From an optimization exercise on the open Yosys and OpenROAD flow, aimed at small area; shortcuts taken in it are not production practice. The RTL was checked by simulation tests, not by an equivalence proof against the original design. Power figures rest on the tool's default switching activity, not on a simulated workload. The clock port is modelled as an ideal driver; clocking choices that lean on that would not hold on a real chip.

===== design/flow/design.v =====
module debounce (
  clk,
  reset_n,
  data_in,
  data_out
);
  parameter WIDTH = 32;            
  parameter POLARITY = "HIGH";     
  parameter TIMEOUT = 50000;       
  parameter TIMEOUT_WIDTH = 16;    
  input wire clk;
  input wire reset_n;
  input wire [WIDTH-1:0] data_in;
  output wire [WIDTH-1:0] data_out;
  localparam [15:0] S0  = 16'h0fe0;    
  localparam [15:0] POL = 16'h5555;    
  localparam FB_S0 = 1'b1;           
  reg rst_flag;
  always @ (posedge clk or negedge reset_n)
  begin
    if (reset_n == 0)
      rst_flag <= 1'b1;
    else
      rst_flag <= 1'b0;
  end
  genvar i;
  generate for (i = 0; i < WIDTH; i = i+1)
  begin:  debounce_counter_loop
    reg  [15:0] q;
    wire [15:0] t = q ^ POL;            
    wire active = (POLARITY == "HIGH") ? data_in[i] : ~data_in[i];
    wire merge = t[1] & t[2] & t[4] & t[5] & t[6] & t[7] & t[9] & t[10] & t[11] & t[12] & t[13] & t[14];
    wire fb = ~(t[2] ^ t[15]) | merge;
    wire [15:0] t_cur = rst_flag ? S0 : t;
    wire fb_cur = rst_flag ? FB_S0 : fb;
    wire [15:0] t_next = active ? {t_cur[14:0], fb_cur} : S0;
    always @ (posedge clk)
      q <= t_next ^ POL;
    wire sat = merge & t[3] & t[8] & t[15] & ~rst_flag;
    assign data_out[i] = (POLARITY == "HIGH") ? sat : ~sat;
  end
  endgenerate
endmodule

===== design/flow/flow/run.sh =====
#!/bin/bash
# Own layout flow.
#  1. the standard synthesis, unchanged (bash standard.sh synth).
#  2. flow/handmap.py replaces the combinational logic of that netlist with a
#     hand-mapped gate netlist of the same functions (checked exhaustively
#     against the RTL equations); every register is kept as the standard
#     synthesis made it (name, cell type, nets).
#  3. the rest of the standard flow (bash standard.sh finish), with
#     - port buffers of the smallest buffer cell (buf_1) instead of the
#       default pick (clkdlybuf4s50_1),
#     - clock tree synthesis without dummy loads and with larger sink clusters.
# Logs: synth.log, handmap.log, standard.log here; each tool's own log in orfs/logs/.
set -euo pipefail
R=orfs/results/${FLOW_PLATFORM:-sky130hd}/debounce/base
export BUFFER_PORTS_ARGS="-buffer_cell sky130_fd_sc_hd__buf_1"
CTS_CLUSTER=${CTS_CLUSTER:-32}
CTS_DIAM=${CTS_DIAM:-100}
CTS_BUFS=${CTS_BUFS:-sky130_fd_sc_hd__clkbuf_16}
export CTS_ARGS="-sink_clustering_enable -repair_clock_nets -dont_use_dummy_load -sink_clustering_size $CTS_CLUSTER -sink_clustering_max_diameter $CTS_DIAM -buf_list {$CTS_BUFS}"

bash standard.sh synth > synth.log 2>&1
cp $R/1_2_yosys.v standard_1_2_yosys.v
python3 flow/handmap.py standard_1_2_yosys.v design.v $R/1_2_yosys.v > handmap.log 2>&1
rm -f $R/1_synth.odb $R/1_synth.sdc
bash standard.sh finish > standard.log 2>&1

===== design/flow/flow/handmap.py =====
#!/usr/bin/env python3
"""Rewrite the standard synthesis netlist with hand-mapped combinational logic.

usage: handmap.py STANDARD_NETLIST DESIGN_V OUT_NETLIST

Keeps every register of the standard synthesis exactly as it is (instance
name, cell type, clock, set and Q nets) and replaces all combinational
logic with a per-channel gate netlist that computes the same next-state
and output functions as rtl/debounce.v.  The design parameters (S0, POL,
taps, merge mask, output literals) are read from DESIGN_V's localparams and
comments, and each channel's gate functions are checked against the RTL equations
by exhaustive evaluation (all states, inputs and flag values) before the
netlist is written.
"""
import re
import sys
from itertools import product

std_path, design_path, out_path = sys.argv[1:4]
std = open(std_path).read()
design = open(design_path).read()

# ---- design parameters, from the RTL ---------------------------------
S0 = int(re.search(r"localparam \[15:0\] S0\s*=\s*16'h([0-9a-fA-F]+)", design).group(1), 16)
POL = int(re.search(r"localparam \[15:0\] POL\s*=\s*16'h([0-9a-fA-F]+)", design).group(1), 16)
FB_S0 = int(re.search(r"localparam FB_S0\s*=\s*1'b([01])", design).group(1))
m = re.search(r"wire fb = ~\(t\[(\d+)\] \^ t\[(\d+)\]\) \| merge;", design)
TI, TJ = int(m.group(1)), int(m.group(2))
mline = re.search(r"wire merge = ([^;]+);", design).group(1)
KBITS = sorted(int(b) for b in re.findall(r"(?<!~)t\[(\d+)\]", mline))
N15 = "~t[15]" in mline
sline = re.search(r"wire sat = merge((?: & t\[\d+\])*) & ~rst_flag;", design).group(1)
EBITS = [int(b) for b in re.findall(r"t\[(\d+)\]", sline)]
assert not N15
bit = lambda v, k: (v >> k) & 1

def step(t):
    """True-state step function of the RTL (no reset, input active)."""
    fb = 1 - (bit(t, TI) ^ bit(t, TJ))
    if all(bit(t, k) for k in KBITS) and (not N15 or not bit(t, 15)):
        fb = 1
    return ((t << 1) & 0xFFFF) | fb

assert FB_S0 == step(S0) & 1
KMASK = sum(1 << k for k in KBITS)
assert not set(EBITS) & set(KBITS)

# ---- registers of the standard synthesis --------------------------------
inst_re = re.compile(r"(sky130_fd_sc_hd__df\w+)\s+(\\\S+\s|\S+)\s*\((.*?)\);", re.S)
pin_re = re.compile(r"\.(\w+)\(([^()]*?)\)\s*(?:,|$)", re.S)
flops = []
qnet = {}
flag = None
for cell, name, body in inst_re.findall(std):
    pins = {p: v.strip() for p, v in pin_re.findall(body.strip())}
    q = pins["Q"]
    mq = re.fullmatch(r"\\debounce_counter_loop\[(\d+)\]\.q\[(\d+)\]", q)
    if mq:
        assert cell == "sky130_fd_sc_hd__dfxtp_1", cell
        qnet[(int(mq.group(1)), int(mq.group(2)))] = q + " "
        flops.append((cell, name, pins, (int(mq.group(1)), int(mq.group(2)))))
    else:
        assert q == "rst_flag" and flag is None, q
        flag = (cell, name, pins)
        flops.append((cell, name, pins, None))
W = 32
assert len(qnet) == 16 * W and flag is not None

# ---- gate library (function, pin order) ---------------------------------
LIB = {
    "inv_1": (["A"], "Y", lambda a: 1 - a),
    "nand2_1": (["A", "B"], "Y", lambda a, b: 1 - (a & b)),
    "nor2_1": (["A", "B"], "Y", lambda a, b: 1 - (a | b)),
    "nand3_1": (["A", "B", "C"], "Y", lambda a, b, c: 1 - (a & b & c)),
    "nor3_1": (["A", "B", "C"], "Y", lambda a, b, c: 1 - (a | b | c)),
    "nand4_1": (["A", "B", "C", "D"], "Y", lambda a, b, c, d: 1 - (a & b & c & d)),
    "nor4_1": (["A", "B", "C", "D"], "Y", lambda a, b, c, d: 1 - (a | b | c | d)),
    "xor2_1": (["A", "B"], "X", lambda a, b: a ^ b),
    "xnor2_1": (["A", "B"], "Y", lambda a, b: 1 - (a ^ b)),
    "o21ai_0": (["A1", "A2", "B1"], "Y", lambda a1, a2, b1: 1 - ((a1 | a2) & b1)),
    "o31ai_1": (["A1", "A2", "A3", "B1"], "Y", lambda a1, a2, a3, b1: 1 - ((a1 | a2 | a3) & b1)),
    "a21boi_0": (["A1", "A2", "B1_N"], "Y", lambda a1, a2, b1n: 1 - ((a1 & a2) | (1 - b1n))),
    "nor4bb_1": (["A", "B", "C_N", "D_N"], "Y", lambda a, b, cn, dn: (1 - a) & (1 - b) & cn & dn),
    "nor4b_1": (["A", "B", "C", "D_N"], "Y", lambda a, b, c, dn: (1 - a) & (1 - b) & (1 - c) & dn),
    "nor3b_1": (["A", "B", "C_N"], "Y", lambda a, b, cn: (1 - a) & (1 - b) & cn),
    "and4b_1": (["A_N", "B", "C", "D"], "X", lambda an, b, c, d: (1 - an) & b & c & d),
    "and4_1": (["A", "B", "C", "D"], "X", lambda a, b, c, d: a & b & c & d),
    "and3_1": (["A", "B", "C"], "X", lambda a, b, c: a & b & c),
    "and2_1": (["A", "B"], "X", lambda a, b: a & b),
    "conb_1": ([], "LO", None),
}

# ---- symbolic evaluation, to check each gate against the RTL -------------
# A signal is a python function of an environment dict.
gates = []   # (cell, inst, {pin: net})
sig = {}     # net -> function(env)

def gate(cell, inst, out, *ins):
    pins, opin, fn = LIB[cell]
    assert len(pins) == len(ins)
    conn = dict(zip(pins, ins))
    conn[opin] = out
    gates.append((cell, inst, conn))
    fs = [sig[i] for i in ins]
    sig[out] = lambda env, fs=fs, fn=fn: fn(*(f(env) for f in fs))
    return out

sig["rst_flag"] = lambda env: env["F"]
gate("inv_1", "hm_flag_inv", "hm_flag_n", "rst_flag")

def chunks(lst, n):
    return [lst[i:i + n] for i in range(0, len(lst), n)]

for ch in range(W):
    A = f"data_in[{ch}]"
    sig[A] = lambda env: env["A"]
    q = [qnet[(ch, k)] for k in range(16)]
    for k in range(16):
        sig[q[k]] = lambda env, k=k: env["q"][k]
    p = lambda k: bit(POL, k)
    n = lambda s: f"hm_c{ch}_{s}"
    gb = gate("nand2_1", n("gb_g"), n("gb"), A, "hm_flag_n")
    go = gate("inv_1", n("go_g"), n("go"), gb)
    d = {}
    for k in range(1, 16):
        assert p(k) != p(k - 1)
        a, b = bit(S0, k - 1), bit(S0, k)
        if a == b:
            if b ^ p(k) == 0:
                d[k] = gate("nor2_1", n(f"d{k}_g"), n(f"d{k}"), gb, q[k - 1])
            else:
                d[k] = gate("nand2_1", n(f"d{k}_g"), n(f"d{k}"), go, q[k - 1])
        elif b ^ p(k) == 1:
            d[k] = gate("o21ai_0", n(f"d{k}_g"), n(f"d{k}"), "rst_flag", q[k - 1], A)
        else:
            d[k] = gate("a21boi_0", n(f"d{k}_g"), n(f"d{k}"), "hm_flag_n", q[k - 1], A)
    # feedback literal x = xnor(t_i, t_j) in stored bits
    if p(TI) ^ p(TJ):
        x = gate("xor2_1", n("x_g"), n("x"), q[TI], q[TJ])
    else:
        x = gate("xnor2_1", n("x_g"), n("x"), q[TI], q[TJ])
    # merge term with ~rst_flag folded in: zero literals and one literals
    zeros = [q[k] for k in KBITS if p(k) == 1] + ["rst_flag"]
    ones = [q[k] for k in KBITS if p(k) == 0]
    if N15:
        (zeros if p(15) == 0 else ones).append(q[15])
    zg = []
    for i, c in enumerate(chunks(zeros, 4) if len(zeros) != 5 else [zeros[:3], zeros[3:]]):
        cell = {1: None, 2: "nor2_1", 3: "nor3_1", 4: "nor4_1"}[len(c)]
        zg.append(gate(cell, n(f"z{i}_g"), n(f"z{i}"), *c) if cell else None)
    og = []
    for i, c in enumerate(chunks(ones, 4) if len(ones) != 5 else [ones[:3], ones[3:]]):
        cell = {2: "nand2_1", 3: "nand3_1", 4: "nand4_1"}[len(c)]
        og.append(gate(cell, n(f"o{i}_g"), n(f"o{i}"), *c))
    assert len(zg) == 2 and len(og) == 2 and None not in zg, (len(zg), len(og))
    mm = gate("nor4bb_1", n("m_g"), n("m"), og[0], og[1], zg[0], zg[1])
    # bit 0: t0' = A & (F | x | merge), stored inverted
    assert FB_S0 == 1 and bit(S0, 0) == 0 and p(0) == 1
    d[0] = gate("o31ai_1", n("d0_g"), n("d0"), "rst_flag", x, mm, A)
    # output: merge & extra literals (rst_flag already in merge)
    ez = [q[k] for k in EBITS if p(k) == 1]
    eo = [q[k] for k in EBITS if p(k) == 0]
    out = f"data_out[{ch}]"
    if len(ez) == 1 and len(eo) == 2:
        gate("and4b_1", n("sat_g"), out, ez[0], eo[0], eo[1], mm)
    elif len(ez) == 0 and len(eo) == 3:
        gate("and4_1", n("sat_g"), out, eo[0], eo[1], eo[2], mm)
    else:
        raise SystemExit(f"no output mapping for extra literals {EBITS}")
    for k in range(16):
        qnet_d = d[k]
        d[k] = qnet_d
    # record D nets
    for k in range(16):
        sig.setdefault(("D", ch, k), sig[d[k]])
    flops_d = d
    globals().setdefault("DNETS", {})[ch] = flops_d

# ---- exhaustive check of each channel's functions against the RTL -------
def rtl_next_q(qv, A, F):
    tv = qv ^ POL
    if not A:
        tn = S0
    else:
        tn = step(S0 if F else tv)
    return tn ^ POL

def rtl_sat(qv, F):
    tv = qv ^ POL
    return int(all(bit(tv, k) for k in KBITS + EBITS) and not F)

ch = 0
qn = [qnet[(ch, k)] for k in range(16)]
for qv in range(1 << 16):
    for A, F in product((0, 1), (0, 1)):
        env = {"A": A, "F": F, "q": [bit(qv, k) for k in range(16)]}
        nxt = sum(sig[DNETS[ch][k]](env) << k for k in range(16))
        assert nxt == rtl_next_q(qv, A, F), (hex(qv), A, F)
        assert sig["data_out[0]"](env) == rtl_sat(qv, F), (hex(qv), A, F)

# ---- write the netlist ----------------------------------------------------
def esc(net):
    return net if net.startswith("\\") else (net if re.fullmatch(r"[A-Za-z_][\w\[\]]*", net) else "\\" + net + " ")

wires = set()
for cell, inst, conn in gates:
    for pin, net in conn.items():
        if net.startswith("hm_"):
            wires.add(net)
lines = ["module debounce(clk, reset_n, data_in, data_out);",
         "  input clk;", "  input reset_n;", "  input [31:0] data_in;", "  output [31:0] data_out;",
         "  wire rst_flag;", "  wire hm_tie_lo;"]
for qn_ in sorted(qnet.values()):
    lines.append(f"  wire {qn_};")
for w in sorted(wires):
    lines.append(f"  wire {w};")
lines.append("  sky130_fd_sc_hd__conb_1 hm_tie (.LO(hm_tie_lo));")
def pin(net):
    return net.rstrip() + " " if net.startswith("\\") else net

for cell, inst, conn in gates:
    pins = ", ".join(f".{pn}({pin(net)})" for pn, net in conn.items())
    lines.append(f"  sky130_fd_sc_hd__{cell} {inst} ({pins});")
for cell, name, pins, key in flops:
    if key is None:
        conn = dict(pins)
        conn["D"] = "hm_tie_lo"
    else:
        conn = dict(pins)
        conn["D"] = DNETS[key[0]][key[1]]
    pins_s = ", ".join(f".{pn}({pin(net)})" for pn, net in conn.items())
    lines.append(f"  {cell} {name.strip()} ({pins_s});")
lines.append("endmodule")
open(out_path, "w").write("\n".join(lines) + "\n")
print(f"handmap: {len(gates)} gates, {len(flops)} registers; S0={S0:04x} POL={POL:04x} taps={TI},{TJ} "
      f"K={KMASK:04x} extra={EBITS}")

===== design/flow/standard.sh =====
#!/bin/bash
# synth_recipe.tcl (not shown) runs the flow's synth.tcl, then flattens the netlist and writes it again
# the make line also repeats each setting of config.mk as NAME=value (left out here)
make -C /OpenROAD-flow-scripts/flow DESIGN_CONFIG=/design/flow/config.mk WORK_HOME=/design/flow/orfs CLKGATE_MAP_FILE= SYNTH_SCRIPT=/design/flow/synth_recipe.tcl "${@:-finish}"

===== design/flow/config.mk =====
export PLATFORM = sky130hd
export DESIGN_NAME = debounce
export DESIGN_NICKNAME = debounce
export VERILOG_FILES = /design/flow/design.v
export SDC_FILE = /design/flow/constraint.sdc
export NUM_CORES = 4
export LEC_CHECK = 0
export CAP_MARGIN = 20
export CORE_MARGIN = 2
export CORE_UTILIZATION = 50
export SLEW_MARGIN = 20

===== design/flow/constraint.sdc =====
create_clock -name core_clock -period 5.0 [get_ports {clk}]
set_input_delay 1.0000 -clock core_clock [delete_from_list [all_inputs] [get_ports {clk}]]
set_output_delay 1.0000 -clock core_clock [all_outputs]
set_load 0.01 [all_outputs]

==> impl_results.md, run 1 <==
* Worst skew pair latency at roughly 0.54 ns
* Min Tclk post-route at between 3 and 4 ns
* Power Total at around 6200 uW
* Grt met3 use at 0.0248
* Via count at 8837
* Clk_skew at around 0.07 ns
* Worst VDD drop at approximately 0.00028 V
* CTS Buffer Depth at 3
* Static Leakage at between 0.005 and 0.006 uW
* CP max FO at between 70 and 80
* CTS Buf Count at 20
* Fmax achieved at 0.286 GHz
* First DRT Iteration DRCs at 460
* Layout cell share with drive strength beyond 1 at 0.0164
* Core Box Area at 27900 um^2
* R2r startpoint: rst_flag
* Crit. Startpoint: rst_flag
* GR Util All Layers at 0.161
* Setup total negative slack at 0 ns
* Final setup violation count at 0
* Routed len/inst at between 10 and 15 um
* Root Buffer: clkbuf_16
* Met1 Use GR at 0.231
* Status: complete, no violations
* Fin. Hold Viols at 0
* GR Util met2 at 0.260
* First-pass GRT wire length at 41.5 mm
* Ports at 66
* DR pass1 iterations at 5
* Post-Syn Area per Cell at approximately 11 um^2
* Initial Utilization at 0.510
* Post-synthesis instance area at between 10000 and 15000 um^2
* Die width at 173 um
* Max stage delay on crit path at 0.98 ns
* Inserted Diodes at 0
* Post-CTS Setup Inserts at 0
* Post-CTS sizing at 0
* Syn Nets at between 1000 and 1500
* Relative slew slack at 0.411
* Congestion Overflow GR at 0
* Final Instance Area at between 15000 and 20000 um^2
* Crit path capture type: primary output
* Row cnt at approximately 60
* Power per cell area at just over 400 nW/um^2
* Largest net degree at the start of global routing at between 70 and 80
* Clock sink count at ~500
* Area Overhead vs Synth at 8.71%
* Clock Pin Slew Worst Setup and Hold Paths at 0.11 ns
* Via density at just under 5
* Die area at approximately 30000 um^2
* Die height at 173 um
* Cell Area, Placed at between 10000 and 15000 um^2
* Worst path slowest cell: dfstp_4
* RSZ-0062 raised after global routing: no
* Flop2flop setup slack at 2.44 ns
* Post-Syn Instances at between 1000 and 1500
* CP arrival at between 2 and 2.5 ns
* Drt total wl at about 24 mm
* Fin nets at approximately 1400
* Placer Congestion at about 0.77
* Req. time, crit path at about 4.0 ns
* Hold Path Origin: debounce_counter_loop[18].q[1]
* Kind of critical path: reg2out
* CTS tree: built
* MaxCap Viol Count at 0
* DR DRC count at 0
* H-tree Lvls at 1
* Slew @ Worst Pin at around 0.88 ns
* Slew Limit Fails at 0
* Hold Crit Class: reg2reg
* GRT busiest layer: met2
* Synthesis Warnings at 1
* Worst-path cell chain: buf_12, nor3_1, nor4bb_1, and4b_1, buf_1
* Final Cycle Share at 0.699
* Antenna Nets Post-Route at 0
* Initial antenna violation count at 0
* Crit path launch type: flip-flop
* Buffers on Ports at 65
* CTS Hold Buffers Added at 0
* Number of global-route vias before repair at 8794
* Dpl hpwl at 16.2 mm
stage by stage:
stage                      util  setup slack (ns)  hold WS [ns]  cells
final                     0.554              1.51         0.319   1779
after CTS                 0.554              1.48         0.317   1779
after global routing      0.554              1.37         0.325   1779
after global placement    0.537              2.07         0.364   1759
after floorplan               -              2.14         0.362   1315
after detailed placement  0.537              2.05         0.366   1759
routing by layer:
metal  wire, um  vias up  share of wire
li1           -     4544              -
met1      12400     4155           0.51
met2      10800      119           0.44
met3        906       19          0.037
met4        379        0          0.016
met5          0        -              0
registers in the layout (all words and copies together), names as in the netlist:
name and flops:
rst_flag 1, debounce_counter_loop.q 512
final cells by class:
class                   count  area [um^2]
clock buffers              20          500
inverters                  33          124
fillers                  2546        12400
well taps                 378          473
multi-input cells         769         3850
flip-flops and latches    513        10300
repair buffers             66          264
report_power, final:
part | switching (uW) | internal (uW)
clock network | 1130 | 725
logic | 109 | 41.9
registers | 54.8 | 4180
worst max-delay path, delay by kind of cell (launching register included):
family                 cells  cell delay (ns)
buffers and inverters      2             0.52
DFF                        1             0.98
and+or+nand+nor            3             0.44
placed cells by master (no fill, tap or decap):
cell type	count
dfxtp_1	512
buf_12	1
dfstp_4	1
nand4_1	32
nor3_1	32
conb_1	1
nor4_1	32
buf_1	65
inv_2	1
nor4bb_1	32
o21ai_0	64
o31ai_1	32
and4b_1	32
inv_1	32
xor2_1	32
nand2_1	256
clkbuf_16	20
nor2_1	224
worst paths after layout:
kind / cells after the start / to
min reg2reg: 1 / debounce_counter_loop[18].q[2]
max reg2reg: 5 / debounce_counter_loop[20].q[7]
max in group asynchronous: 1 / rst_flag
max: 5 / data_out[8]
min: 1 / debounce_counter_loop[18].q[2]
min in group asynchronous: 1 / rst_flag
==> run 2, diff against run 1 <==
--- a/design/flow/flow/run.sh
+++ b/design/flow/flow/run.sh
@@ -10,3 +10,4 @@
 #       default pick (clkdlybuf4s50_1),
-#     - clock tree synthesis without dummy loads and with larger sink clusters.
+#     - clock tree synthesis without dummy loads, with sink clusters of up to
+#       34 flip-flops (one clkbuf_16 each) and clkbuf_4 root and tree buffers.
 # Logs: synth.log, handmap.log, standard.log here; each tool's own log in orfs/logs/.
@@ -15,6 +16,7 @@
 export BUFFER_PORTS_ARGS="-buffer_cell sky130_fd_sc_hd__buf_1"
-CTS_CLUSTER=${CTS_CLUSTER:-32}
-CTS_DIAM=${CTS_DIAM:-100}
+CTS_CLUSTER=${CTS_CLUSTER:-34}
+CTS_DIAM=${CTS_DIAM:-120}
 CTS_BUFS=${CTS_BUFS:-sky130_fd_sc_hd__clkbuf_16}
-export CTS_ARGS="-sink_clustering_enable -repair_clock_nets -dont_use_dummy_load -sink_clustering_size $CTS_CLUSTER -sink_clustering_max_diameter $CTS_DIAM -buf_list {$CTS_BUFS}"
+CTS_EXTRA=${CTS_EXTRA:--root_buf sky130_fd_sc_hd__clkbuf_4 -tree_buf sky130_fd_sc_hd__clkbuf_4}
+export CTS_ARGS="-sink_clustering_enable -repair_clock_nets -dont_use_dummy_load -sink_clustering_size $CTS_CLUSTER -sink_clustering_max_diameter $CTS_DIAM -buf_list {$CTS_BUFS} $CTS_EXTRA"
 
==> run 2 against run 1 <==
Compared with the run above: non-clock buffer count unchanged; register-to-register slack about the same; largest cell class unchanged; sequential share of layout area is 0.31 points higher; power is 2.5% lower; worst hold slack lost 0.13 ns; still clean; clock skew rose by 0.0062 ns; area after synthesis did not move; combinational power hardly changed.
==> impl_results.md, run 2 <==
* Congestion Overflow GR at 0 (unchanged)
* DR pass1 iterations at 4 (-1)
* Hold_ws at 0.187 ns (-0.132 ns)
* Req. time, crit path at 4.00 ns (about the same)
* Commonest cells after routing, fill and taps aside: 512 x dfxtp_1, 256 x nand2_1, 224 x nor2_1
* R2r startpoint: rst_flag
* Flop2flop setup slack at 2.44 ns (about the same)
* Most common cell after layout, fill and taps aside: dfxtp_1
* First-pass GRT wire length at 41.4 mm (-0.27%)
* Max FFs per register at 512 (unchanged)
* Via count at 8815 (-0.25%)
* Crit path launch type: flip-flop
* Synthesis Warnings at 1 (unchanged)
* Register area at 10300 um^2 (unchanged)
* Slew @ Worst Pin at 0.888 ns (+0.00571 ns)
* Area Overhead vs Synth at 8.20%
* Worst path buffer plus inverter count at 2 (unchanged)
* Routed len/inst at 13.6 um (-0.66%)
* Cells after DPL at 1759 (unchanged)
* RSZ-0062 raised after global routing: no
* # fillers at 2548 (+0.079%)
* Die area at 29900 um^2 (unchanged)
* Clock Pin Slew Worst Setup and Hold Paths at 0.11 ns (about the same)
* Slew Limit Fails at 0 (unchanged)
* Worst reg-to-reg path cell count at 5 (unchanged)
* Die height at 173 um (unchanged)
* Crit path capture type: primary output
* Multi-input gate area at 3850 um^2 (unchanged)
* Syn Nets at 1349 (unchanged)
* Setup total negative slack at 0 ns (unchanged)
* Core Box Area at 27900 um^2 (unchanged)
* Via density at 4.95 (-0.30%)
* Worst-path cell chain: buf_12, nor3_1, nor4bb_1, and4b_1, buf_1
* Fin. Hold Viols at 0 (unchanged)
* Top reg by flops: debounce_counter_loop.q
* Fin nets at 1436 (-0.070%)
* Initial Utilization at 0.510 (unchanged)
* Final setup violation count at 0 (unchanged)
* Fmax achieved at 0.268 GHz (-6.2%)
* Drt total wl at 24.3 mm (-0.60%)
* Buffers on Ports at 65 (unchanged)
* Worst path slowest cell: dfstp_4
* Largest net degree at the start of global routing at 77 (unchanged)
* CP arrival at 2.72 ns (+0.23 ns)
* Post-CTS sizing at 0 (unchanged)
* Kind of critical path: reg2out
* Post-CTS Setup Inserts at 0 (unchanged)
* DR DRC count at 0 (unchanged)
* Final Cycle Share at 0.745 (+0.0460)
* Initial antenna violation count at 1 (+1)
* Antenna Nets Post-Route at 0 (unchanged)
* First DRT Iteration DRCs at 389 (-15%)
* Min Tclk post-route at 3.72 ns (+0.230 ns)
* CP max FO at 76 (unchanged)
* Layout cell share with drive strength beyond 1 at 0.0157 (-0.000703)
* CTS Buf Count at 19 (-5.0%)
* H-tree Lvls at 1 (unchanged)
* Cell Count, Final, Fillers Out at 1780 (+0.056%)
* Post-Syn Instances at 1315 (unchanged)
* GR Util All Layers at 0.160 (-0.000919)
* Static Leakage at 0.00567 uW (-0.62%)
* Delay-heaviest family, CP: flip-flops
* Dpl hpwl at 16.2 mm (unchanged)
* Post-layout util at 0.552 (-0.00260)
* Max stage delay on crit path at 0.98 ns (about the same)
* Die width at 173 um (unchanged)
* Post-Syn Area per Cell at 10.8 um^2 (unchanged)
* Relative slew slack at 0.407 (-0.00381)
* Row cnt at 61 (unchanged)
* Worst skew pair latency at 0.73 ns (+0.19 ns)
* Worst VDD drop at 0.000283 V (-0.51%)
* Worst r2r dst: debounce_counter_loop[0].q[11]
* Hold Crit Class: in2async
* Largest registers: debounce_counter_loop.q: 512 flops, rst_flag: 1 flops
* Root Buffer: clkbuf_4
* CTS Hold Buffers Added at 0 (unchanged)
* Clock sink count at 513 (unchanged)
* Post-synthesis instance area at 14200 um^2 (unchanged)
* Ports at 66 (unchanged)
* MaxCap Viol Count at 0 (unchanged)
* Status: complete, no violations
* Power per cell area at 394 nW/um^2 (-2.1%)
* CTS tree: built
* CTS Buffer Depth at 3 (unchanged)
* Clk_skew at 0.0751 ns (+0.00622 ns)
* Number of global-route vias before repair at 8804 (+0.11%)
* Placer Congestion at 0.769 (unchanged)
## run 2: where the power goes
part           switching, uW  internal, uW  leakage (uW)
clock                   1100           597      0.000211
combinational            109          41.9       0.00126
sequential              54.8          4180       0.00420
total                   1260          4820       0.00567
## run 2: through the flow
| step | setup slack (ns) | area, um^2 | power [uW] |
|---|---|---|---|
| after CTS | 1.20 | 15400 | 6170 |
| after floorplan | 2.14 | 14200 | 4400 |
| after global placement | 2.07 | 15000 | 4480 |
| after global routing | 1.11 | 15400 | 6340 |
| after detailed placement | 2.05 | 15000 | 4480 |
| final | 1.28 | 15400 | 6080 |
## run 2: how the worst max path moves through the flow
stage	start	endpoint	slack (ns)	cells past startpoint
6_report	rst_flag	data_out[8]	1.28	5
5_1_grt	rst_flag	data_out[15]	1.11	5
4_1_cts	rst_flag	data_out[3]	1.20	5
3_5_place_dp	rst_flag	data_out[28]	2.05	5
3_3_place_gp	rst_flag	data_out[3]	2.07	5
2_1_floorplan	rst_flag	data_out[0]	2.14	3
## run 2: worst reg2reg max path, delay by kind of cell, from the launching register on
| kind | cells | cell delay, ns |
|---|---|---|
| buf+inv | 3 | 1.02 |
| flops | 1 | 0.98 |
| simple gates | 2 | 0.50 |
## run 2: metal layers
layer,track usage,part of all wire,vias to the layer above
li1,-,-,4552
met1,0.230,0.51,4126
met2,0.261,0.44,109
met3,0.0235,0.034,28
met4,0.0318,0.015,0
met5,0,0,-
## run 2: area by class of cell
type                    count  share of cell area
diodes                      2            0.000325
clock buffers              19              0.0274
inverters                  33             0.00804
multi-input cells         769               0.250
flip-flops and latches    513               0.667
well taps                 378              0.0307
repair buffers             66              0.0171
==> run 3, diff against run 2 <==
--- a/design/flow/flow/run.sh
+++ b/design/flow/flow/run.sh
@@ -11,3 +11,3 @@
 #     - clock tree synthesis without dummy loads, with sink clusters of up to
-#       34 flip-flops (one clkbuf_16 each) and clkbuf_4 root and tree buffers.
+#       35 flip-flops (one clkbuf_16 each) and clkbuf_4 root and tree buffers.
 # Logs: synth.log, handmap.log, standard.log here; each tool's own log in orfs/logs/.
@@ -16,3 +16,3 @@
 export BUFFER_PORTS_ARGS="-buffer_cell sky130_fd_sc_hd__buf_1"
-CTS_CLUSTER=${CTS_CLUSTER:-34}
+CTS_CLUSTER=${CTS_CLUSTER:-35}
 CTS_DIAM=${CTS_DIAM:-120}
==> run 3 against run 2 <==
Compared with the run above: still clean on timing, DRC and antenna; worst hold slack better by 0.022 ns; cell area down 0.18%; via count up 0.19%; routed wire length up 0.15%; critical path depth unchanged; combinational power about the same; clock-buffer cell count down 1; cell count decreased by 0.11%; first-iteration DRC count up 21%; global-route usage increased by 0.070 points; sequential power about the same; critical path type unchanged.
==> impl_results.md, run 3 <==
* Die area at 29900 um^2 (unchanged)
* Crit path capture type: primary output
* Top reg by flops: debounce_counter_loop.q
* CP arrival at 2.70 ns (-0.02 ns)
* Layout cell share with drive strength beyond 1 at 0.0150 (-0.000704)
* DR pass1 iterations at 4 (unchanged)
* Via density at 4.97 (+0.31%)
* Ports at 66 (unchanged)
* Die height at 173 um (unchanged)
* Post-Syn Area per Cell at 10.8 um^2 (unchanged)
* Min Tclk post-route at 3.70 ns (-0.0290 ns)
* Clk_skew at 0.0317 ns (-0.0434 ns)
* Clock sink count at 513 (unchanged)
* Most common cell after layout, fill and taps aside: dfxtp_1
* First DRT Iteration DRCs at 470 (+21%)
* Static Leakage at 0.00566 uW (-0.22%)
* CTS Buffer Depth at 3 (unchanged)
* CP max FO at 76 (unchanged)
* Number of global-route vias before repair at 8799 (-0.057%)
* Drt total wl at 24.3 mm (+0.15%)
* Antenna Nets Post-Route at 0 (unchanged)
* Buffers on Ports at 65 (unchanged)
* Post-CTS sizing at 0 (unchanged)
* Largest registers: debounce_counter_loop.q: 512 flops, rst_flag: 1 flops
* Routed len/inst at 13.7 um (+0.26%)
* Congestion Overflow GR at 0 (unchanged)
* Worst skew pair latency at 0.74 ns (about the same)
* Root Buffer: clkbuf_4
* Fin nets at 1435 (-0.070%)
* Power per cell area at 393 nW/um^2 (-0.33%)
* Dpl hpwl at 16.2 mm (unchanged)
* Slew Limit Fails at 0 (unchanged)
* Crit path launch type: flip-flop
* Hold Crit Class: in2async
* CTS tree: built
* Fmax achieved at 0.271 GHz (+0.79%)
* H-tree Lvls at 1 (unchanged)
* Clock Pin Slew Worst Setup and Hold Paths at 0.12 ns (about the same)
* CTS Hold Buffers Added at 0 (unchanged)
* Status: complete, no violations
* Post-synthesis instance area at 14200 um^2 (unchanged)
* Relative slew slack at 0.413 (+0.00551)
* Hold_ws at 0.209 ns (+0.0218 ns)
* Cell Area, Placed at 15000 um^2 (unchanged)
* Final setup violation count at 0 (unchanged)
* Power Total at 6050 uW (-0.51%)
* Commonest cells after routing, fill and taps aside: 512 x dfxtp_1, 256 x nand2_1, 224 x nor2_1
* Fin. Hold Viols at 0 (unchanged)
* Synthesis Warnings at 1 (unchanged)
* RSZ-0062 raised after global routing: no
* CTS Buf Count at 18 (-1)
* GR Util All Layers at 0.161 (+0.000698)
* Post-Syn Instances at 1315 (unchanged)
* First-pass GRT wire length at 41.4 mm (+0.17%)
* Req. time, crit path at 4.00 ns (about the same)
* Kind of critical path: reg2out
* Setup total negative slack at 0 ns (unchanged)
* Initial antenna violation count at 1 (unchanged)
* Via count at 8832 (+0.19%)
* Worst VDD drop at 0.000208 V (-26%)
* DR DRC count at 0 (unchanged)
* MaxCap Viol Count at 0 (unchanged)
* Slew @ Worst Pin at 0.880 ns (-0.00826 ns)
* Initial Utilization at 0.510 (unchanged)
* Largest net degree at the start of global routing at 77 (unchanged)
* Post-CTS Setup Inserts at 0 (unchanged)
* Syn Nets at 1349 (unchanged)
* Area Overhead vs Synth at 8.01%
* Placer Congestion at 0.769 (unchanged)
* Final Cycle Share at 0.739 (-0.00581)
* Max FFs per register at 512 (unchanged)
* Row cnt at 61 (unchanged)
* Final Instance Area at 15400 um^2 (-0.18%)
* Core Box Area at 27900 um^2 (unchanged)
* Die width at 173 um (unchanged)
==> run 3: cell types whose count changed in the layout (fill, tap and decap cells not counted) <==
cell and delta:
clkbuf_16 -1, diode_2 -1
==> run 3: per-stage QoR <==
step | util | setup slack [ns] | instances
CTS | 0.551 | 1.23 | 1777
finish | 0.551 | 1.30 | 1778
detailed placement | 0.537 | 2.05 | 1759
global route | 0.551 | 1.13 | 1778
floorplan | - | 2.14 | 1315
global placement | 0.537 | 2.07 | 1759
==> run 3: path summary, 6_finish.rpt <==
path                                           startpoint  slack (ns)                              to  cells after the start
hold / removal                                    reset_n        0.21                        rst_flag                      1
setup reg to reg                                 rst_flag        2.44  debounce_counter_loop[12].q[7]                      5
max in group asynchronous                         reset_n        4.77                        rst_flag                      1
min in group core_clock    debounce_counter_loop[29].q[0]        0.35  debounce_counter_loop[29].q[1]                      1
setup / recovery                                 rst_flag        1.30                     data_out[8]                      5
hold reg to reg            debounce_counter_loop[29].q[0]        0.35  debounce_counter_loop[29].q[1]                      1
==> run 3: power by group <==
| part | switching [uW] | leakage, uW | internal (uW) | total [uW] |
|---|---|---|---|---|
| clock network | 1100 | 0.000199 | 565 | 1660 |
| logic | 109 | 0.00126 | 41.9 | 151 |
| registers | 54.7 | 0.00420 | 4180 | 4230 |
==> run 3: worst max-delay path, cell delays in order (launching register included) <==
cell and delay, ns:
dfstp_4 0.97, buf_12 0.38, nor3_1 0.07, nor4bb_1 0.14, and4b_1 0.23, buf_1 0.14
==> run 3: per-layer routing <==
metal,track usage,share of wire,vias up
li1,-,-,4544
met5,0,0,-
met1,0.230,0.50,4146
met2,0.262,0.44,122
met4,0.0360,0.017,0
met3,0.0224,0.037,20
==> run 3: cell type report <==
class | count | area (um^2)
multi-input combinational | 769 | 3850
clock buffer | 18 | 398
sequential | 513 | 10300
inverter | 33 | 124
timing repair buffer | 66 | 264
antenna | 1 | 2.50
tap | 378 | 473
fill | 2540 | 12500
==> run 4, diff against run 3 <==
--- a/design/flow/design.v
+++ b/design/flow/design.v
@@ -17,3 +17,3 @@
   localparam FB_S0 = 1'b1;           
-  reg rst_flag;
+  reg run;
   always @ (posedge clk or negedge reset_n)
@@ -21,6 +21,7 @@
     if (reset_n == 0)
-      rst_flag <= 1'b1;
+      run <= 1'b0;
     else
-      rst_flag <= 1'b0;
+      run <= 1'b1;
   end
+  wire rst_flag = ~run;
   genvar i;
--- a/design/flow/flow/handmap.py
+++ b/design/flow/flow/handmap.py
@@ -34,2 +34,3 @@
 assert not N15
+assert "wire rst_flag = ~run;" in design and "run <= 1'b0;" in design and "run <= 1'b1;" in design
 bit = lambda v, k: (v >> k) & 1
@@ -62,3 +63,3 @@
     else:
-        assert q == "rst_flag" and flag is None, q
+        assert q == "run" and flag is None, q
         flag = (cell, name, pins)
@@ -89,3 +90,3 @@
     "and2_1": (["A", "B"], "X", lambda a, b: a & b),
-    "conb_1": ([], "LO", None),
+    "conb_1": ([], "HI", None),
 }
@@ -107,4 +108,5 @@
 
-sig["rst_flag"] = lambda env: env["F"]
-gate("inv_1", "hm_flag_inv", "hm_flag_n", "rst_flag")
+# run = ~rst_flag is the flag register's output; hm_flag = rst_flag
+sig["run"] = lambda env: 1 - env["F"]
+gate("inv_1", "hm_flag_inv", "hm_flag", "run")
 
@@ -121,3 +123,3 @@
     n = lambda s: f"hm_c{ch}_{s}"
-    gb = gate("nand2_1", n("gb_g"), n("gb"), A, "hm_flag_n")
+    gb = gate("nand2_1", n("gb_g"), n("gb"), A, "run")
     go = gate("inv_1", n("go_g"), n("go"), gb)
@@ -133,5 +135,5 @@
         elif b ^ p(k) == 1:
-            d[k] = gate("o21ai_0", n(f"d{k}_g"), n(f"d{k}"), "rst_flag", q[k - 1], A)
+            d[k] = gate("o21ai_0", n(f"d{k}_g"), n(f"d{k}"), "hm_flag", q[k - 1], A)
         else:
-            d[k] = gate("a21boi_0", n(f"d{k}_g"), n(f"d{k}"), "hm_flag_n", q[k - 1], A)
+            d[k] = gate("a21boi_0", n(f"d{k}_g"), n(f"d{k}"), "run", q[k - 1], A)
     # feedback literal x = xnor(t_i, t_j) in stored bits
@@ -141,5 +143,5 @@
         x = gate("xnor2_1", n("x_g"), n("x"), q[TI], q[TJ])
-    # merge term with ~rst_flag folded in: zero literals and one literals
-    zeros = [q[k] for k in KBITS if p(k) == 1] + ["rst_flag"]
-    ones = [q[k] for k in KBITS if p(k) == 0]
+    # merge term with run (= ~rst_flag) folded in: zero literals and one literals
+    zeros = [q[k] for k in KBITS if p(k) == 1]
+    ones = [q[k] for k in KBITS if p(k) == 0] + ["run"]
     if N15:
@@ -158,4 +160,4 @@
     assert FB_S0 == 1 and bit(S0, 0) == 0 and p(0) == 1
-    d[0] = gate("o31ai_1", n("d0_g"), n("d0"), "rst_flag", x, mm, A)
-    # output: merge & extra literals (rst_flag already in merge)
+    d[0] = gate("o31ai_1", n("d0_g"), n("d0"), "hm_flag", x, mm, A)
+    # output: merge & extra literals (run already in merge)
     ez = [q[k] for k in EBITS if p(k) == 1]
@@ -211,3 +213,3 @@
          "  input clk;", "  input reset_n;", "  input [31:0] data_in;", "  output [31:0] data_out;",
-         "  wire rst_flag;", "  wire hm_tie_lo;"]
+         "  wire run;", "  wire hm_tie_hi;"]
 for qn_ in sorted(qnet.values()):
@@ -216,3 +218,3 @@
     lines.append(f"  wire {w};")
-lines.append("  sky130_fd_sc_hd__conb_1 hm_tie (.LO(hm_tie_lo));")
+lines.append("  sky130_fd_sc_hd__conb_1 hm_tie (.HI(hm_tie_hi));")
 def pin(net):
@@ -226,3 +228,3 @@
         conn = dict(pins)
-        conn["D"] = "hm_tie_lo"
+        conn["D"] = "hm_tie_hi"
     else:
==> run 4 against run 3 <==
Compared with the run above: still clean; cell count about the same; clock power about the same; largest power group unchanged; maximum frequency down 3.3%; die area about the same; worst setup slack worse by 0.13 ns; utilization about the same; non-clock buffer count up 1; register-to-register slack worse by 0.20 ns; flip-flop and latch count unchanged; via count up 0.46%; routed wire length up 0.14%.
==> impl_results.md, run 4 <==
* Status: complete, no violations
* CP max FO at 65 (-14%)
* Worst skew pair latency at 0.72 ns (-0.02 ns)
* Worst VDD drop at 0.000277 V (+33%)
* Fin nets at 1436 (+0.070%)
* Die width at 173 um (about the same)
* Largest registers: debounce_counter_loop.q: 512 flops, run: 1 flops
* Core Box Area at 27900 um^2 (unchanged)
* Buffers on Ports at 65 (unchanged)
* Max FFs per register at 512 (unchanged)
* GR Util All Layers at 0.161 (+0.000198)
* Drt total wl at 24.4 mm (+0.14%)
* Worst-path cell chain: nand3_1, nor4bb_1, and4b_1, buf_1
* Congestion Overflow GR at 0 (unchanged)
* Final Cycle Share at 0.764 (+0.0250)
* Max stage delay on crit path at 1.03 ns (+0.06 ns)
* Via density at 4.99 (+0.41%)
* Fin. Hold Viols at 0 (unchanged)
* Post-Syn Instances at 1315 (unchanged)
* Routed len/inst at 13.7 um (about the same)
* Post-CTS sizing at 0 (unchanged)
* Worst path slowest cell: dfrtp_4
* Ports at 66 (unchanged)
* CTS Buf Count at 18 (unchanged)
* Most common cell after layout, fill and taps aside: dfxtp_1
* H-tree Lvls at 1 (unchanged)
* Die height at 173 um (about the same)
* Kind of critical path: reg2out
* Power per cell area at 392 nW/um^2 (-0.16%)
* Top reg by flops: debounce_counter_loop.q
* DR DRC count at 0 (unchanged)
* Root Buffer: clkbuf_4
* Hold Crit Class: reg2reg
* First DRT Iteration DRCs at 570 (+21%)
* Clock sink count at 513 (unchanged)
* Hold_ws at 0.371 ns (+0.162 ns)
* Setup total negative slack at 0 ns (unchanged)
* Slew @ Worst Pin at 0.888 ns (+0.00830 ns)
* Flop2flop setup slack at 2.24 ns (-0.20 ns)
* Antenna Nets Post-Route at 0 (unchanged)
* CP arrival at 2.82 ns (+0.12 ns)
* Commonest cells after routing, fill and taps aside: 512 x dfxtp_1, 256 x nor2_1, 224 x nand2_1
* Fmax achieved at 0.262 GHz (-3.3%)
* Final setup violation count at 0 (unchanged)
* Clock Pin Slew Worst Setup and Hold Paths at 0.12 ns (about the same)
* Largest net degree at the start of global routing at 67 (-13%)
* Static Leakage at 0.00570 uW (+0.74%)
* Initial Utilization at 0.510 (about the same)
* Min Tclk post-route at 3.82 ns (+0.125 ns)
* Crit path launch type: flip-flop
* Post-synthesis instance area at 14200 um^2 (about the same)
* CTS Buffer Depth at 3 (unchanged)
* Req. time, crit path at 4.00 ns (about the same)
* Cell Area, Placed at 15000 um^2 (about the same)
* DR pass1 iterations at 5 (+1)
* RSZ-0062 raised after global routing: no
* Synthesis Warnings at 1 (unchanged)
* Placer Congestion at 0.781 (+1.6%)
* Relative slew slack at 0.408 (-0.00468)
* Die area at 29900 um^2 (about the same)
* Slew Limit Fails at 0 (unchanged)
* CTS tree: built
* MaxCap Viol Count at 0 (unchanged)
* Initial antenna violation count at 1 (unchanged)
* First-pass GRT wire length at 41.2 mm (-0.58%)
* Dpl hpwl at 16.2 mm (-0.15%)
* Number of global-route vias before repair at 8799 (unchanged)
* Crit path capture type: primary output
* Via count at 8873 (+0.46%)
* Hold Path Depth at 1
* Worst reg-to-reg path cell count at 3 (-2)
* Clk_skew at 0.0328 ns (+0.00112 ns)
* Row cnt at 61 (unchanged)
* Layout cell share with drive strength beyond 1 at 0.0150 (about the same)
* Syn Nets at 1349 (unchanged)
* Post-Syn Area per Cell at 10.8 um^2 (about the same)
* Post-layout util at 0.551 (about the same)
* Area Overhead vs Synth at 8.00% (about the same)
* Final Instance Area at 15400 um^2 (about the same)
## run 4: worst paths after layout
check	startpoint	end
max in group asynchronous	reset_n	run
min reg2reg	debounce_counter_loop[0].q[8]	debounce_counter_loop[0].q[9]
min	debounce_counter_loop[0].q[8]	debounce_counter_loop[0].q[9]
min in group asynchronous	reset_n	run
max reg2reg	run	debounce_counter_loop[17].q[0]
max	run	data_out[20]
## run 4: power breakdown
group / internal, uW / total [uW] / switching [uW]
clock: 565 / 1650 / 1090
sequential: 4180 / 4240 / 58.8
combinational: 41.1 / 145 / 104
total: 4790 / 6040 / 1250
## run 4: final cells by class
cell class | count | area [um^2]
Inverter | 33 | 125
Clock buffer | 18 | 398
Sequential cell | 513 | 10300
Antenna cell | 1 | 2.50
Fill cell | 2500 | 12500
Tap cell | 378 | 473
Multi-Input combinational cell | 769 | 3850
Timing Repair Buffer | 67 | 262
## run 4: through the flow
step	setup slack (ns)	total power, uW	cells
after floorplan	2.00	4400	1315
after global placement	2.03	4480	1759
after detailed placement	1.96	4470	1759
after CTS	1.15	6120	1778
after global routing	1.02	6300	1779
final	1.18	6040	1779
## run 4: worst max-delay path, delay by kind of cell, from the launching register on
kind | cells | cell delay, ns
DFF | 1 | 1.03
buffers and inverters | 1 | 0.18
and+or+nand+nor | 3 | 0.87
## run 4: per-layer routing
layer,GRT usage,part of all wire,wire [um]
met1,0.234,0.51,12300
met2,0.258,0.44,10800
met3,0.0244,0.036,878
met4,0.0318,0.012,304
met5,0,0,0
## run 4: what timing repair did
item | in CTS | in global routing
buffers inserted | 0 | 0
endpoints found under the setup margin | 0 | 0
hold buffers | 1 | 0
endpoints found under the hold margin | 1 | 0

==> separate check: timing with driven ports <==
The results above use ideal ports. As a check the final layouts listed here were re-extracted and re-timed, cells and wires unchanged.
Step 1: set_driving_cell puts a clkbuf_16 on clk and a buf_2 on each other input, an assumption about the parent block.
Step 2 also shifts input and output timing later by t, the mid clock arrival at the registers, as if the neighbouring blocks saw the same clock.
Three values: ideal, step 1, step 2; two values: the first two.
run	t, ns	slack for setup (ns)	worst hold slack (ns)	latest minus earliest clock arrival (ns)
run 1	0.556	1.505 / 1.459 / 2.016	0.319 / 0.319 / 0.319	0.073 / 0.073
run 2	0.737	1.275 / 1.236 / 1.973	0.187 / 0.174 / 0.290	0.077 / 0.078
run 3	0.760	1.304 / 1.265 / 2.026	0.209 / 0.196 / 0.354	0.035 / 0.035
run 4	0.748	1.179 / 1.138 / 1.887	0.371 / 0.371 / 0.371	0.037 / 0.037
After both steps setup and hold are still met in every run listed.
